This design comes from an exercise in tuning for small area, a short achievable clock period and few clock cycles on the open sky130 flow, not from production work.
RTL that was checked went through simulation tests only; none was proved equivalent to the original.

## mmm_r2mm_2n
module mmm_r2mm_2n
#(
    parameter K = 256
)
(
    input   wire            clk     ,
    input   wire            rst_n   ,
    input   wire [K-1  :0]  x       ,
    input   wire [K-1  :0]  y       ,
    input   wire [K-1  :0]  m       ,
    input   wire            req     ,
    output  wire [K-1  :0]  res     ,
    output  reg             val     
);
export LEC_CHECK = 0
export CAP_MARGIN = 20
export CELL_PAD_IN_SITES_DETAIL_PLACEMENT = 1
export CORE_MARGIN = 2
export CORE_UTILIZATION = 55
export SETUP_SLACK_MARGIN = 2
export SLEW_MARGIN = 20
export SYNTH_HIERARCHICAL = 1
export SYNTH_MINIMUM_KEEP_SIZE = 0
export TNS_END_PERCENT = 60
create_clock -name core_clock -period 30.0 [get_ports {clk}]
standard.sh (not shown) runs the stock make flow with config.mk's settings and CLKGATE_MAP_FILE= SYNTH_SCRIPT=/design/flow/synth_recipe.tcl, a recipe that flattens the netlist after the stock synthesis.
==> flow/flow/run.sh <==
#!/bin/bash
set -uo pipefail
bash standard.sh SETUP_SLACK_MARGIN=22.5 MATCH_CELL_FOOTPRINT=0 \
  'BUFFER_PORTS_ARGS=-buffer_cell sky130_fd_sc_hd__buf_2' finish > standard_flow.log 2>&1
==> next run, changes <==
GPL_TIMING_DRIVEN = 0   (was default)
TNS_END_PERCENT = 5   (was 60)
First-iteration DRC count rose by 20%.
Flip-flop and latch count does not change.
Synthesized cell count is unchanged.
Global-route usage rose by 6.4 points.
Cell area rose by 3.8%.
Cell count rose by 8.0%.
Count of clock-buffer cells in the layout fell by 7.
Synthesized area is unchanged.
==> next run, changes <==
GPL_TIMING_DRIVEN = default   (was 0)
TNS_END_PERCENT = 25   (was 5)
Routed wire length is lower by 10%; maximum frequency is higher by 3.5%; utilization is lower by 2.2 points; register-to-register slack improves by 0.23 ns; via count is lower by about 7%; cell area is lower by 3.5%; die area is unchanged; count of clock-buffer cells in the layout stays the same; synthesized cell count does not change; hold slack degrades by 0.0087 ns.
Function was not checked in any run of this note: the RTL went through the layout flow alone.


mmm_r2mm_2n, a different RTL version from the one above (not shown whole).
For scale: roughly 15000 cells after synthesis, roughly 160000 sq um of cells after synthesis.
clock: 30.0 ns
lec_check: 0
cap_margin: 20
core_margin: 2
core_utilization: 55
setup_slack_margin: 2
slew_margin: 20
synth_hierarchical: 1
synth_minimum_keep_size: 0
tns_end_percent: 100
==> flow/flow/run.sh <==
#!/bin/bash
set -uo pipefail
bash standard.sh SETUP_SLACK_MARGIN=22.7 MATCH_CELL_FOOTPRINT=0 \
  'BUFFER_PORTS_ARGS=-buffer_cell sky130_fd_sc_hd__buf_2' finish > standard_flow.log 2>&1
Next try:
==> flow/flow/run.sh (replaced) <==
#!/bin/bash
set -uo pipefail
bash standard.sh SETUP_SLACK_MARGIN=22.5 MATCH_CELL_FOOTPRINT=0 \
  'BUFFER_PORTS_ARGS=-buffer_cell sky130_fd_sc_hd__buf_2' finish > standard_flow.log 2>&1
- CTS_CLUSTER_DIAMETER: unset -> 100
- CTS_CLUSTER_SIZE: unset -> 30
- TNS_END_PERCENT: 100 -> 5
Wire length fell by a few percent; worst setup slack degrades by 0.18 ns; cell area drops by a few percent; global-route usage falls by 1.3 points; synthesized area stays the same; clock skew hardly moves.
No run of this note included a check of the RTL's function; only the layout flow was run.


mmm_r2mm_2n, a different RTL version from the one above (not shown whole).
Size in the first run: about 1000 I/O pins.
==> flow/design.v (excerpt) <==
module mmm_r2mm_2n
#(
    parameter K = 256
)
(
    input   wire            clk     ,
    input   wire            rst_n   ,
    input   wire [K-1  :0]  x       ,
    input   wire [K-1  :0]  y       ,
    input   wire [K-1  :0]  m       ,
    input   wire            req     ,
    output  wire [K-1  :0]  res     ,
    output  reg             val     
);
export LEC_CHECK = 0
export CAP_MARGIN = 20
export CELL_PAD_IN_SITES_DETAIL_PLACEMENT = 1
export CORE_MARGIN = 2
export CORE_UTILIZATION = 49
export GPL_ROUTABILITY_DRIVEN = 0
export SETUP_SLACK_MARGIN = 2
export SLEW_MARGIN = 20
export SYNTH_HIERARCHICAL = 1
export SYNTH_MINIMUM_KEEP_SIZE = 0
export TNS_END_PERCENT = 40
create_clock -name core_clock -period 30.0 [get_ports {clk}]
==> flow/flow/run.sh <==
#!/bin/bash
set -uo pipefail
bash standard.sh SETUP_SLACK_MARGIN=22.5 MATCH_CELL_FOOTPRINT=0 \
  'BUFFER_PORTS_ARGS=-buffer_cell sky130_fd_sc_hd__buf_2' finish > standard_flow.log 2>&1
The baseline ran to the end with no violations.
Testbench counts at the start, summed over its fixed seeds: cycles 34,568.
Then changed:
==> flow/flow/run.sh (replaced) <==
#!/bin/bash
set -uo pipefail
bash standard.sh SETUP_SLACK_MARGIN=22.5 MATCH_CELL_FOOTPRINT=0 \
  'BUFFER_PORTS_ARGS=-inputs -buffer_cell sky130_fd_sc_hd__buf_1' \
  "PRE_RESIZE_TCL=$PWD/flow/pre_resize.tcl" finish > standard_flow.log 2>&1
==> flow/flow/pre_resize.tcl (new file) <==
# Output ports get their buffers here (buf_2); input ports got buf_1 buffers at global
# placement (BUFFER_PORTS_ARGS).  Every port is buffered, as in the standard flow.
buffer_ports -outputs -buffer_cell sky130_fd_sc_hd__buf_2
CORE_UTILIZATION = 55   (was 49)
=> Now the flow completed, yet does not pass: slew limit; sequential share of layout area stays flat; maximum frequency is about the same; worst setup slack got worse by 0.023 ns; die area went down by roughly a tenth; final cell count fell slightly; global-route usage climbs by 5.3 points; critical path depth stays the same; via count grows by a few percent; non-clock buffer count came out higher by 52.
Then changed:
==> flow/flow/run.sh (replaced) <==
#!/bin/bash
set -uo pipefail
bash standard.sh SETUP_SLACK_MARGIN=22.5 MATCH_CELL_FOOTPRINT=0 \
  'BUFFER_PORTS_ARGS=-buffer_cell sky130_fd_sc_hd__buf_2' finish > standard_flow.log 2>&1
GPL_ROUTABILITY_DRIVEN = default   (was 0)
TNS_END_PERCENT = 25   (was 40)
removed: flow/flow/pre_resize.tcl
Now the flow passed the timing, design-rule and antenna checks.
Global-route usage rose by 0.47 points.
Worst setup slack improved by 0.033 ns.
Cell area rose by 0.60%.
Final cell count stays flat.
Then changed:
CORE_UTILIZATION = 52   (was 55)
GPL_ROUTABILITY_DRIVEN = 0   (was default)
TNS_END_PERCENT = 40   (was 25)
Result:
- synthesized area is unchanged
- design area stays flat
- worst setup slack is better by 0.013 ns
- die area climbs by 5.7%
- via count is lower by about 0.4%

[separate check: timing with driven ports]
Ports are ideal in the flow. The routed layouts listed here were re-timed in OpenROAD. Step 1 sets driving cells, clkbuf_16 on the clock port and buf_2 on the other inputs (assumed; they add their load-dependent delay and slew). Step 2 adds t to the input delays and takes it off the output delays; t is the mean of the earliest and latest rising clock arrival at the registers after step 1. Input paths then give back, and output paths get back, about the clock's delay inside the block. a / b / c = ideal ports / drivers / drivers and shift; a / b = the first two.
run | t, ns | setup WS [ns] | worst register clock-pin slew, ns
the first run of note 1 | 0.994 | 22.247 / 22.221 / 21.348 | 0.07 / 0.07
the second run of note 1 | 1.067 | 21.879 / 21.977 / 20.910 | 0.08 / 0.08
the third run of note 1 | 1.023 | 22.150 / 22.140 / 21.217 | 0.07 / 0.07
the first run of note 2 | 1.031 | 22.482 / 22.354 / 21.523 | 0.07 / 0.07
the second run of note 2 | 1.047 | 22.298 / 22.304 / 21.352 | 0.12 / 0.12
the first run of note 3 | 0.992 | 22.327 / 22.216 / 21.662 | 0.07 / 0.07
the second run of note 3 | 0.992 | 22.304 / 22.190 / 21.566 | 0.07 / 0.07
the third run of note 3 | 0.992 | 22.337 / 22.224 / 21.528 | 0.07 / 0.07
the fourth run of note 3 | 0.986 | 22.350 / 22.242 / 21.607 | 0.07 / 0.07
For the second run of note 1, which loses most, drivers alone change the setup slack by +0.098 ns; drivers and shift together by -0.969 ns.
